From an optimization exercise on the open Yosys and OpenROAD flow, aimed at small area; shortcuts taken in it are not production practice. Where RTL was checked, it was by simulation tests only, not by an equivalence proof against the original. The clock port is modelled as an ideal driver, which makes a skipped or thinned clock tree look cheaper than it is; a real chip needs a root buffer or a tree. Power and IR drop assume default switching activity.

==> 04-21 <==
==> flow/design.v (excerpt) <==
module Task3(
	input [7:0] X0,
	input [7:0] X1,
	input [7:0] X2,
	input [7:0] X3,
	input [7:0] A0,
	input [7:0] A1,
	input [7:0] A2,
	input [7:0] A3,
	input clk,
	input rst,
	input enable,
	output ready,
	output valid,
	output [17:0] result
);
reg rdy;
reg [2:0] c;
reg [7:0] a0, a1, a2, a3;
reg [7:1] xs0, xs1, xs2, xs3;
reg rb;
reg [9:0] h;
assign ready = rdy;
assign valid = rdy & ~c[0];
wire prelast = (c == 3'd6);
wire last = (c == 3'd7);
always @(posedge clk) begin
	if (rst)
		rdy <= 1'b1;
	else
		rdy <= rdy ? ~enable : last;
	c <= (rdy | rst) ? 3'd1 : c + 3'd1;
end
wire [7:0] ma0 = rdy ? A0 : a1;
wire [7:0] ma1 = rdy ? A1 : a2;
wire [7:0] ma2 = rdy ? A2 : a3;
wire [7:0] ma3 = rdy ? A3 : a0;
wire b0 = rdy ? X0[0] : xs1[1];
wire b1 = rdy ? X1[0] : xs2[1];
wire b2 = rdy ? X2[0] : xs3[1];
wire b3 = rdy ? X3[0] : xs0[1];
wire [9:0] nhin = rdy ? 10'h1ff : h;
wire [7:0] npp0 = {ma0[7] & b0, ~(ma0[6:0] & {7{b0}})};
wire [7:0] npp1 = {ma1[7] & b1, ~(ma1[6:0] & {7{b1}})};
wire [7:0] npp2 = {ma2[7] & b2, ~(ma2[6:0] & {7{b2}})};
wire [7:0] npp3 = {ma3[7] & b3, ~(ma3[6:0] & {7{b3}})};
wire s1;
wire c2;
wire s3;
wire c4;
wire s5;
wire c6;
wire s7;
wire c8;
wire s9;
wire c10;
wire s11;
wire c12;
wire s13;
  ...
export LEC_CHECK = 0
export ABC_AREA = 1
export CAP_MARGIN = 20
export CORE_MARGIN = 2
export CORE_UTILIZATION = 60
export GPL_TIMING_DRIVEN = 0
export SLEW_MARGIN = 20
create_clock -name core_clock -period 8.0 [get_ports {clk}]
standard.sh (not shown) runs the stock make flow with config.mk's settings and CLKGATE_MAP_FILE= SYNTH_SCRIPT=/design/flow/synth_recipe.tcl, a recipe that flattens the netlist after the stock synthesis.
==> flow/flow/run.sh <==
#!/bin/bash
# The standard layout with these changes:
# - the port buffers are the smallest buffer cell instead of the delay cell
#   buffer_ports picks by itself;
# - Yosys's synth skips its early "abc -fast";
# - after the standard synthesis (flip-flops untouched from here on):
#   flow/netopt.py removes the inverters that extract_fa leaves around the
#   full adders (it flips full adders and two-input gates to inverted logic
#   instead), merges duplicate cells and sizes gates back to size 1;
#   flow/remap.sh maps the remaining plain gates again with ABC's area
#   mapper; flow/netopt.py runs once more. This is tried with a few seeds of
#   netopt's search, and with all full adders flipped at its start, and the
#   smallest netlist is kept;
# - after CTS, flow/clocktree.tcl replaces the clock tree by one level of
#   CLKTREE_NBUF buffers, each driving one group of nearby flip-flops.
set -euo pipefail
export PATH=$FLOW_HOME/../tools/install/yosys/bin:$PATH
export BUFFER_PORTS_ARGS="-buffer_cell sky130_fd_sc_hd__buf_1"
export SYNTH_ARGS="-noabc"
export POST_CTS_TCL=$PWD/flow/clocktree.tcl
export CLKTREE_NBUF=${CLKTREE_NBUF:-4}
export CLKTREE_CELL=${CLKTREE_CELL:-sky130_fd_sc_hd__clkbuf_8}
R=orfs/results/$FLOW_PLATFORM/Task3/base
bash standard.sh synth > synth.log 2>&1
cp $R/1_2_yosys.v yosys_standard.v
best=""
best_area=""
for cand in 1 2 3 4 f1 f2 f3; do
  case $cand in f*) opts="--flipfa --seed=${cand#f}" ;; *) opts="--seed=$cand" ;; esac
  seed=$cand
  python3 flow/netopt.py yosys_standard.v netopt1_$seed.v --downsize $opts > netopt1_$seed.log 2>&1
  bash flow/remap.sh netopt1_$seed.v remap_$seed.v > remap_$seed.log 2>&1
  python3 flow/netopt.py remap_$seed.v netopt2_$seed.v --downsize > netopt2_$seed.log 2>&1
  area=$(grep -o 'cell area [0-9.]*' netopt2_$seed.log | awk '{print $3}')
  echo "candidate $seed ($opts): cell area $area" >> choice.log
  if [[ -z "$best" ]] || awk "BEGIN{exit !($area < $best_area)}"; then best=$seed; best_area=$area; fi
done
echo "kept candidate $best" >> choice.log
cp netopt2_$best.v $R/1_2_yosys.v
touch $R/1_2_yosys.v
bash standard.sh finish > finish.log 2>&1
Other scripts of this flow, unchanged in this note and not shown: flow/flow/clocktree.tcl, flow/flow/fixassign.py, flow/flow/netopt.py, flow/flow/remap.abc, flow/flow/remap.sh
==> 10-18 (differences from 04-21) <==
--- a/flow/flow/run.sh
+++ b/flow/flow/run.sh
@@ -11,4 +11,3 @@
 #   mapper; flow/netopt.py runs once more. This is tried with a few seeds of
-#   netopt's search, and with all full adders flipped at its start, and the
-#   smallest netlist is kept;
+#   netopt's search and the smallest netlist is kept;
 # - after CTS, flow/clocktree.tcl replaces the clock tree by one level of
@@ -27,6 +26,4 @@
 best_area=""
-for cand in 1 2 3 4 f1 f2 f3; do
-  case $cand in f*) opts="--flipfa --seed=${cand#f}" ;; *) opts="--seed=$cand" ;; esac
-  seed=$cand
-  python3 flow/netopt.py yosys_standard.v netopt1_$seed.v --downsize $opts > netopt1_$seed.log 2>&1
+for seed in 1 2 3 4; do
+  python3 flow/netopt.py yosys_standard.v netopt1_$seed.v --downsize --seed=$seed > netopt1_$seed.log 2>&1
   bash flow/remap.sh netopt1_$seed.v remap_$seed.v > remap_$seed.log 2>&1
@@ -34,6 +31,6 @@
   area=$(grep -o 'cell area [0-9.]*' netopt2_$seed.log | awk '{print $3}')
-  echo "candidate $seed ($opts): cell area $area" >> choice.log
+  echo "seed $seed: cell area $area" >> choice.log
   if [[ -z "$best" ]] || awk "BEGIN{exit !($area < $best_area)}"; then best=$seed; best_area=$area; fi
 done
-echo "kept candidate $best" >> choice.log
+echo "kept seed $best" >> choice.log
 cp netopt2_$best.v $R/1_2_yosys.v
GPL_TIMING_DRIVEN = unset   (was 0)
==> results by group <==
Worst setup path
  – Endpoint required time on the critical path: about 8 ns
  – Launching instance or port of the critical path: X0[0]

Final layout
  – Share of layout cells above drive strength 1: roughly 2.6%
  – Fraction of standard cell area in multi-input logic: around two fifths
  – Multi-input gate area: between 0.001 and 0.0015 mm2
  – Fraction of the core area covered by cells at the end of the flow: approximately 73%

Power
  – Comb power frac: approximately 47%
  – Worst IR Drop VDD: around 0.00033 V
  – PD cells: between 300 and 400 mW/mm2

Floorplanning
  – Overall die width: about 75 um

Placement
  – DP HPWL: 4580 um
  – Placed instance area: approximately 0.0035 mm2
  – Place WS: 1.03 ns

Global route
  – Met3 capacity usage during global routing: 5.89%

Synthesis
  – Gate count after technology mapping: 284

Detailed routing
  – Metal2 WL: between 3000 and 4000 um

Outcome
  – Status: timing/DRC/antenna clean

STA
  – Worst slew margin relative to its limit: 41.2%
Source of the figures above: 10-18

==> results by group <==
Placement
  – Placed instance area: between 0.003 and 0.004 mm2

Detailed routing
  – Metal2 WL: 3250 um

Final layout
  – Fraction of standard cell area in multi-input logic: 39.8%
  – Fraction of the core area covered by cells at the end of the flow: between 70% and 80%

Power
  – Worst IR Drop VDD: approximately 0.00025 V
  – Comb power frac: between 40% and 50%

Outcome
  – Status: timing/DRC/antenna clean

Floorplanning
  – Overall die width: 75.1 um

Worst setup path
  – Endpoint required time on the critical path: between 8 and 9 ns
Source of the figures above: 04-21

No run of this note takes its clock network from TritonCTS; it comes from the design's own scripts or RTL.


==> v20 <==
==> flow/design.v <==
module Task3(
	input [7:0] X0,
	input [7:0] X1,
	input [7:0] X2,
	input [7:0] X3,
	input [7:0] A0,
	input [7:0] A1,
	input [7:0] A2,
	input [7:0] A3,
	input clk,
	input rst,
	input enable,
	output ready,
	output valid,
	output [17:0] result
);
reg [3:0] cnt;
reg [7:0] a0, a1, a2, a3;
reg [7:0] xs0, xs1, xs2, xs3;
reg [9:0] h;
assign ready = (cnt == 4'd0) | (cnt == 4'd9);
assign valid = (cnt == 4'd9);
wire start = enable & ready;
wire first = (cnt == 4'd1);
wire c7 = (cnt == 4'd7);
wire last = (cnt == 4'd8);
always @(posedge clk) begin
	if (rst)
		cnt <= 4'd0;
	else if (start)
		cnt <= 4'd1;
	else if (ready)
		cnt <= 4'd0;
	else
		cnt <= cnt + 4'd1;
end
wire [9:0] nhin = first ? 10'h1ff : h;
wire b0 = xs0[0], b1 = xs1[0], b2 = xs2[0], b3 = xs3[0];
wire [7:0] npp0 = {a0[7] & b0, ~(a0[6:0] & {7{b0}})};
wire [7:0] npp1 = {a1[7] & b1, ~(a1[6:0] & {7{b1}})};
wire [7:0] npp2 = {a2[7] & b2, ~(a2[6:0] & {7{b2}})};
wire [7:0] npp3 = {a3[7] & b3, ~(a3[6:0] & {7{b3}})};
wire s1;
wire c2;
wire s3;
wire c4;
wire s5;
wire c6;
wire s7;
wire c8;
wire s9;
wire c10;
wire s11;
wire c12;
wire s13;
wire c14;
wire s15;
wire c16;
wire s17;
wire c18;
wire s19;
wire c20;
wire s21;
wire c22;
wire s23;
wire c24;
wire s25;
wire c26;
wire s27;
wire c28;
wire s29;
wire c30;
wire s31;
wire c32;
wire s33;
wire c34;
wire s35;
wire c36;
wire s37;
wire c38;
wire s39;
wire c40;
wire s41;
wire c42;
wire s43;
wire c44;
wire s45;
wire c46;
wire s47;
wire c48;
wire s49;
wire c50;
wire s51;
wire c52;
wire s53;
wire c54;
wire s55;
wire c56;
wire s57;
wire c58;
wire s59;
wire c60;
wire s61;
wire c62;
wire s63;
wire c64;
wire [10:0] ns;    
assign s1 = nhin[0] ^ npp0[0] ^ npp1[0];
assign c2 = (nhin[0] & npp0[0]) | (nhin[0] & npp1[0]) | (npp0[0] & npp1[0]);
assign s3 = npp2[0] ^ npp3[0] ^ s1;
assign c4 = (npp2[0] & npp3[0]) | (npp2[0] & s1) | (npp3[0] & s1);
assign s5 = nhin[1] ^ npp0[1] ^ npp1[1];
assign c6 = (nhin[1] & npp0[1]) | (nhin[1] & npp1[1]) | (npp0[1] & npp1[1]);
assign s7 = npp2[1] ^ npp3[1] ^ c2;
assign c8 = (npp2[1] & npp3[1]) | (npp2[1] & c2) | (npp3[1] & c2);
assign s9 = s5 ^ c4 ^ s7;
assign c10 = (s5 & c4) | (s5 & s7) | (c4 & s7);
assign s11 = nhin[2] ^ npp0[2] ^ npp1[2];
assign c12 = (nhin[2] & npp0[2]) | (nhin[2] & npp1[2]) | (npp0[2] & npp1[2]);
assign s13 = npp2[2] ^ npp3[2] ^ c6;
assign c14 = (npp2[2] & npp3[2]) | (npp2[2] & c6) | (npp3[2] & c6);
assign s15 = s11 ^ c8 ^ s13;
assign c16 = (s11 & c8) | (s11 & s13) | (c8 & s13);
assign s17 = ~(c10 ^ s15);
assign c18 = c10 | s15;
assign s19 = nhin[3] ^ npp0[3] ^ npp1[3];
assign c20 = (nhin[3] & npp0[3]) | (nhin[3] & npp1[3]) | (npp0[3] & npp1[3]);
assign s21 = npp2[3] ^ npp3[3] ^ c12;
assign c22 = (npp2[3] & npp3[3]) | (npp2[3] & c12) | (npp3[3] & c12);
assign s23 = s19 ^ c14 ^ s21;
assign c24 = (s19 & c14) | (s19 & s21) | (c14 & s21);
assign s25 = c16 ^ s23 ^ c18;
assign c26 = (c16 & s23) | (c16 & c18) | (s23 & c18);
assign s27 = nhin[4] ^ npp0[4] ^ npp1[4];
assign c28 = (nhin[4] & npp0[4]) | (nhin[4] & npp1[4]) | (npp0[4] & npp1[4]);
assign s29 = npp2[4] ^ npp3[4] ^ c20;
assign c30 = (npp2[4] & npp3[4]) | (npp2[4] & c20) | (npp3[4] & c20);
assign s31 = s27 ^ c22 ^ s29;
assign c32 = (s27 & c22) | (s27 & s29) | (c22 & s29);
assign s33 = c24 ^ s31 ^ c26;
assign c34 = (c24 & s31) | (c24 & c26) | (s31 & c26);
assign s35 = nhin[5] ^ npp0[5] ^ npp1[5];
assign c36 = (nhin[5] & npp0[5]) | (nhin[5] & npp1[5]) | (npp0[5] & npp1[5]);
assign s37 = npp2[5] ^ npp3[5] ^ c28;
assign c38 = (npp2[5] & npp3[5]) | (npp2[5] & c28) | (npp3[5] & c28);
assign s39 = s35 ^ c30 ^ s37;
assign c40 = (s35 & c30) | (s35 & s37) | (c30 & s37);
assign s41 = c32 ^ s39 ^ c34;
assign c42 = (c32 & s39) | (c32 & c34) | (s39 & c34);
assign s43 = nhin[6] ^ npp0[6] ^ npp1[6];
assign c44 = (nhin[6] & npp0[6]) | (nhin[6] & npp1[6]) | (npp0[6] & npp1[6]);
assign s45 = npp2[6] ^ npp3[6] ^ c36;
assign c46 = (npp2[6] & npp3[6]) | (npp2[6] & c36) | (npp3[6] & c36);
assign s47 = s43 ^ c38 ^ s45;
assign c48 = (s43 & c38) | (s43 & s45) | (c38 & s45);
assign s49 = c40 ^ s47 ^ c42;
assign c50 = (c40 & s47) | (c40 & c42) | (s47 & c42);
assign s51 = nhin[7] ^ npp0[7] ^ npp1[7];
assign c52 = (nhin[7] & npp0[7]) | (nhin[7] & npp1[7]) | (npp0[7] & npp1[7]);
assign s53 = npp2[7] ^ npp3[7] ^ c44;
assign c54 = (npp2[7] & npp3[7]) | (npp2[7] & c44) | (npp3[7] & c44);
assign s55 = s51 ^ c46 ^ s53;
assign c56 = (s51 & c46) | (s51 & s53) | (c46 & s53);
assign s57 = c48 ^ s55 ^ c50;
assign c58 = (c48 & s55) | (c48 & c50) | (s55 & c50);
assign s59 = nhin[8] ^ c52 ^ c54;
assign c60 = (nhin[8] & c52) | (nhin[8] & c54) | (c52 & c54);
assign s61 = c56 ^ s59 ^ c58;
assign c62 = (c56 & s59) | (c56 & c58) | (s59 & c58);
assign s63 = nhin[9] ^ c60 ^ c62;
assign c64 = (nhin[9] & c60) | (nhin[9] & c62) | (c60 & c62);
assign ns = {c64, s63, s61, s57, s49, s41, s33, s25, s17, s9, s3};
wire [9:0] hnext = ns[10:1] ^ {c7 | last, {9{c7}}};
wire rbit = ns[0] ^ ~last;
always @(posedge clk) begin
	if (ready) begin
		a0 <= A0; a1 <= A1; a2 <= A2; a3 <= A3;
		xs0 <= X0; xs1 <= X1; xs2 <= X2; xs3 <= X3;
	end else begin
		xs0 <= {rbit, xs0[7:1]};
		xs1 <= {X1[7], xs1[7:1]};
		xs2 <= {X2[7], xs2[7:1]};
		xs3 <= {X3[7], xs3[7:1]};
	end
	h <= hnext;
end
assign result = {h, xs0};
endmodule
==> flow/flow/run.sh <==
#!/bin/bash
# The standard layout with two changes:
# - the port buffers are the smallest buffer cell instead of the delay cell
#   buffer_ports picks by itself;
# - Yosys's synth skips its early "abc -fast", so extract_fa sees the full
#   adders as the RTL writes them, without inverters between them.
set -euo pipefail
export BUFFER_PORTS_ARGS="-buffer_cell sky130_fd_sc_hd__buf_1"
export SYNTH_ARGS="-noabc"
bash standard.sh finish > standard.log 2>&1
==> flow/standard.sh <==
#!/bin/bash
# synth_recipe.tcl (not shown) runs the flow's synth.tcl, then flattens the netlist and writes it again
# the make line also repeats each setting of config.mk as NAME=value (left out here)
make -C /OpenROAD-flow-scripts/flow DESIGN_CONFIG=/design/flow/config.mk WORK_HOME=/design/flow/orfs CLKGATE_MAP_FILE= SYNTH_SCRIPT=/design/flow/synth_recipe.tcl "${@:-finish}"
==> flow/config.mk <==
export PLATFORM = sky130hd
export DESIGN_NAME = Task3
export DESIGN_NICKNAME = Task3
export VERILOG_FILES = /design/flow/design.v
export SDC_FILE = /design/flow/constraint.sdc
export NUM_CORES = 4
export LEC_CHECK = 0
export ABC_AREA = 1
export CAP_MARGIN = 20
export CORE_MARGIN = 2
export CORE_UTILIZATION = 40
export SLEW_MARGIN = 20
==> flow/constraint.sdc <==
create_clock -name core_clock -period 8.0 [get_ports {clk}]
set_input_delay 1.6000 -clock core_clock [delete_from_list [all_inputs] [get_ports {clk}]]
set_output_delay 1.6000 -clock core_clock [all_outputs]
set_load 0.01 [all_outputs]
==> v9 (differences from v20) <==
==> flow/design.v (replaced) <==
module Task3(
	input [7:0] X0,
	input [7:0] X1,
	input [7:0] X2,
	input [7:0] X3,
	input [7:0] A0,
	input [7:0] A1,
	input [7:0] A2,
	input [7:0] A3,
	input clk,
	input rst,
	input enable,
	output ready,
	output valid,
	output [17:0] result
);
reg [3:0] cnt;
reg [7:0] a0, a1, a2, a3;
reg [7:0] xs0, xs1, xs2, xs3;
reg [9:0] h;
assign ready = (cnt == 4'd0) | (cnt == 4'd9);
assign valid = (cnt == 4'd9);
wire start = enable & ready;
wire first = (cnt == 4'd1);
wire last = (cnt == 4'd8);
wire inv = (cnt == 4'd7) | last;
always @(posedge clk) begin
	if (rst)
		cnt <= 4'd0;
	else if (start)
		cnt <= 4'd1;
	else if (ready)
		cnt <= 4'd0;
	else
		cnt <= cnt + 4'd1;
end
wire [9:0] hin = first ? 10'd512 : h;
wire b0 = xs0[0], b1 = xs1[0], b2 = xs2[0], b3 = xs3[0];
wire [7:0] pp0 = {~(a0[7] & b0), a0[6:0] & {7{b0}}};
wire [7:0] pp1 = {~(a1[7] & b1), a1[6:0] & {7{b1}}};
wire [7:0] pp2 = {~(a2[7] & b2), a2[6:0] & {7{b2}}};
wire [7:0] pp3 = {~(a3[7] & b3), a3[6:0] & {7{b3}}};
wire s1;
wire c2;
wire s3;
wire c4;
wire s5;
wire c6;
wire s7;
wire c8;
wire s9;
wire c10;
wire s11;
wire c12;
wire s13;
wire c14;
wire s15;
wire c16;
wire s17;
wire c18;
wire s19;
wire c20;
wire s21;
wire c22;
wire s23;
wire c24;
wire s25;
wire c26;
wire s27;
wire c28;
wire s29;
wire c30;
wire s31;
wire c32;
wire s33;
wire c34;
wire s35;
wire c36;
wire s37;
wire c38;
wire s39;
wire c40;
wire s41;
wire c42;
wire s43;
wire c44;
wire s45;
wire c46;
wire s47;
wire c48;
wire s49;
wire c50;
wire s51;
wire c52;
wire s53;
wire c54;
wire s55;
wire c56;
wire s57;
wire c58;
wire s59;
wire c60;
wire s61;
wire c62;
wire s63;
wire c64;
wire [10:0] sum;
assign s1 = hin[0] ^ pp0[0] ^ pp1[0];
assign c2 = (hin[0] & pp0[0]) | (hin[0] & pp1[0]) | (pp0[0] & pp1[0]);
assign s3 = pp2[0] ^ pp3[0] ^ s1;
assign c4 = (pp2[0] & pp3[0]) | (pp2[0] & s1) | (pp3[0] & s1);
assign s5 = hin[1] ^ pp0[1] ^ pp1[1];
assign c6 = (hin[1] & pp0[1]) | (hin[1] & pp1[1]) | (pp0[1] & pp1[1]);
assign s7 = pp2[1] ^ pp3[1] ^ c2;
assign c8 = (pp2[1] & pp3[1]) | (pp2[1] & c2) | (pp3[1] & c2);
assign s9 = s5 ^ c4 ^ s7;
assign c10 = (s5 & c4) | (s5 & s7) | (c4 & s7);
assign s11 = hin[2] ^ pp0[2] ^ pp1[2];
assign c12 = (hin[2] & pp0[2]) | (hin[2] & pp1[2]) | (pp0[2] & pp1[2]);
assign s13 = pp2[2] ^ pp3[2] ^ c6;
assign c14 = (pp2[2] & pp3[2]) | (pp2[2] & c6) | (pp3[2] & c6);
assign s15 = s11 ^ c8 ^ s13;
assign c16 = (s11 & c8) | (s11 & s13) | (c8 & s13);
assign s17 = c10 ^ s15;
assign c18 = c10 & s15;
assign s19 = hin[3] ^ pp0[3] ^ pp1[3];
assign c20 = (hin[3] & pp0[3]) | (hin[3] & pp1[3]) | (pp0[3] & pp1[3]);
assign s21 = pp2[3] ^ pp3[3] ^ c12;
assign c22 = (pp2[3] & pp3[3]) | (pp2[3] & c12) | (pp3[3] & c12);
assign s23 = s19 ^ c14 ^ s21;
assign c24 = (s19 & c14) | (s19 & s21) | (c14 & s21);
assign s25 = c16 ^ s23 ^ c18;
assign c26 = (c16 & s23) | (c16 & c18) | (s23 & c18);
assign s27 = hin[4] ^ pp0[4] ^ pp1[4];
assign c28 = (hin[4] & pp0[4]) | (hin[4] & pp1[4]) | (pp0[4] & pp1[4]);
assign s29 = pp2[4] ^ pp3[4] ^ c20;
assign c30 = (pp2[4] & pp3[4]) | (pp2[4] & c20) | (pp3[4] & c20);
assign s31 = s27 ^ c22 ^ s29;
assign c32 = (s27 & c22) | (s27 & s29) | (c22 & s29);
assign s33 = c24 ^ s31 ^ c26;
assign c34 = (c24 & s31) | (c24 & c26) | (s31 & c26);
assign s35 = hin[5] ^ pp0[5] ^ pp1[5];
assign c36 = (hin[5] & pp0[5]) | (hin[5] & pp1[5]) | (pp0[5] & pp1[5]);
assign s37 = pp2[5] ^ pp3[5] ^ c28;
assign c38 = (pp2[5] & pp3[5]) | (pp2[5] & c28) | (pp3[5] & c28);
assign s39 = s35 ^ c30 ^ s37;
assign c40 = (s35 & c30) | (s35 & s37) | (c30 & s37);
assign s41 = c32 ^ s39 ^ c34;
assign c42 = (c32 & s39) | (c32 & c34) | (s39 & c34);
assign s43 = hin[6] ^ pp0[6] ^ pp1[6];
assign c44 = (hin[6] & pp0[6]) | (hin[6] & pp1[6]) | (pp0[6] & pp1[6]);
assign s45 = pp2[6] ^ pp3[6] ^ c36;
assign c46 = (pp2[6] & pp3[6]) | (pp2[6] & c36) | (pp3[6] & c36);
assign s47 = s43 ^ c38 ^ s45;
assign c48 = (s43 & c38) | (s43 & s45) | (c38 & s45);
assign s49 = c40 ^ s47 ^ c42;
assign c50 = (c40 & s47) | (c40 & c42) | (s47 & c42);
assign s51 = hin[7] ^ pp0[7] ^ pp1[7];
assign c52 = (hin[7] & pp0[7]) | (hin[7] & pp1[7]) | (pp0[7] & pp1[7]);
assign s53 = pp2[7] ^ pp3[7] ^ c44;
assign c54 = (pp2[7] & pp3[7]) | (pp2[7] & c44) | (pp3[7] & c44);
assign s55 = s51 ^ c46 ^ s53;
assign c56 = (s51 & c46) | (s51 & s53) | (c46 & s53);
assign s57 = c48 ^ s55 ^ c50;
assign c58 = (c48 & s55) | (c48 & c50) | (s55 & c50);
assign s59 = hin[8] ^ c52 ^ c54;
assign c60 = (hin[8] & c52) | (hin[8] & c54) | (c52 & c54);
assign s61 = c56 ^ s59 ^ c58;
assign c62 = (c56 & s59) | (c56 & c58) | (s59 & c58);
assign s63 = hin[9] ^ c60 ^ c62;
assign c64 = (hin[9] & c60) | (hin[9] & c62) | (c60 & c62);
assign sum = {c64, s63, s61, s57, s49, s41, s33, s25, s17, s9, s3};
wire [9:0] hnext = sum[10:1] ^ {~last & inv, {9{inv}}};
wire rbit = sum[0] ^ last;
always @(posedge clk) begin
	if (ready) begin
		a0 <= A0; a1 <= A1; a2 <= A2; a3 <= A3;
		xs0 <= X0; xs1 <= X1; xs2 <= X2; xs3 <= X3;
	end else begin
		xs0 <= {rbit, xs0[7:1]};
		xs1 <= {X1[7], xs1[7:1]};
		xs2 <= {X2[7], xs2[7:1]};
		xs3 <= {X3[7], xs3[7:1]};
	end
	h <= hnext;
end
assign result = {h, xs0};
endmodule
==> flow/run.sh (new file) <==
#!/bin/bash
# synth_recipe.tcl (not shown) runs the flow's synth.tcl, then flattens the netlist and writes it again
# the make line also repeats each setting of config.mk as NAME=value (left out here)
make -C /OpenROAD-flow-scripts/flow DESIGN_CONFIG=/design/flow/config.mk WORK_HOME=/design/flow/orfs CLKGATE_MAP_FILE= SYNTH_SCRIPT=/design/flow/synth_recipe.tcl finish
ABC_AREA = default   (was 1)
removed: flow/flow/run.sh
removed: flow/standard.sh
==> impl_metrics.json <==
{
  "synthTopCellsByArea": "edfxtp_1 27%, dfxtp_1 26%, fa_1 17%",
  "fp.dieW_microns": 98.9,
  "synth-xor-area-share_pct": 2.92,
  "pg_seq_uw": 588,
  "status": "finished clean",
  "hold_depth": 1,
  "multi_input_area_share_pct": 32.4
}
the above is filed under v9

==> impl_metrics.json <==
{
  "status": "finished clean",
  "synthTopCellsByArea": "edfxtp_1 26%, dfxtp_1 25%, fa_1 17%",
  "pg_seq_uw": 543,
  "hold_depth": 2,
  "multi_input_area_share_pct": 33.6,
  "fp.dieW_microns": 99.3,
  "switchingPower_uw": 488,
  "grt_max_degree": 64
}
the above is filed under v20

Function not checked in v9: the RTL went through the layout flow alone.

-- re-timing with driven ports --
The results above use ideal ports. As a check the final layouts listed here were re-extracted and re-timed, cells and wires unchanged.
Step 1 (the two cells are an assumption about what drives the block):
set clk [get_ports {clk}]
set_driving_cell -lib_cell sky130_fd_sc_hd__clkbuf_16 $clk
set_driving_cell -lib_cell sky130_fd_sc_hd__buf_2 [delete_from_list [all_inputs] $clk]
Step 2 also shifts input and output timing later by t, the mid clock arrival at the registers, as if the neighbouring blocks saw the same clock.
a / b / c = ideal / step 1 / step 2; a / b = the first two.
run | shift t [ns] | slack for setup (ns) | worst setup path after step 2 | clock arrival spread, ns | worst slew at a driven data input, ns
04-21 | 0.219 | 0.624 / 0.624 / 0.462 | input to register | 0.015 / 0.014 | 0.05
10-18 | 0.224 | 1.239 / 1.278 / 1.054 | input to register | 0.010 / 0.011 | 0.04
v20 | 0.371 | 1.965 / 1.965 / 1.965 | register to register | 0.016 / 0.016 | 0.05
v9 | 0.380 | 2.273 / 2.273 / 2.273 | register to register | 0.016 / 0.016 | 0.04
After both steps every run listed still meets setup and hold. The setup slack of 10-18, which loses most, moves by +0.039 ns with the drivers and by -0.185 ns with both steps.
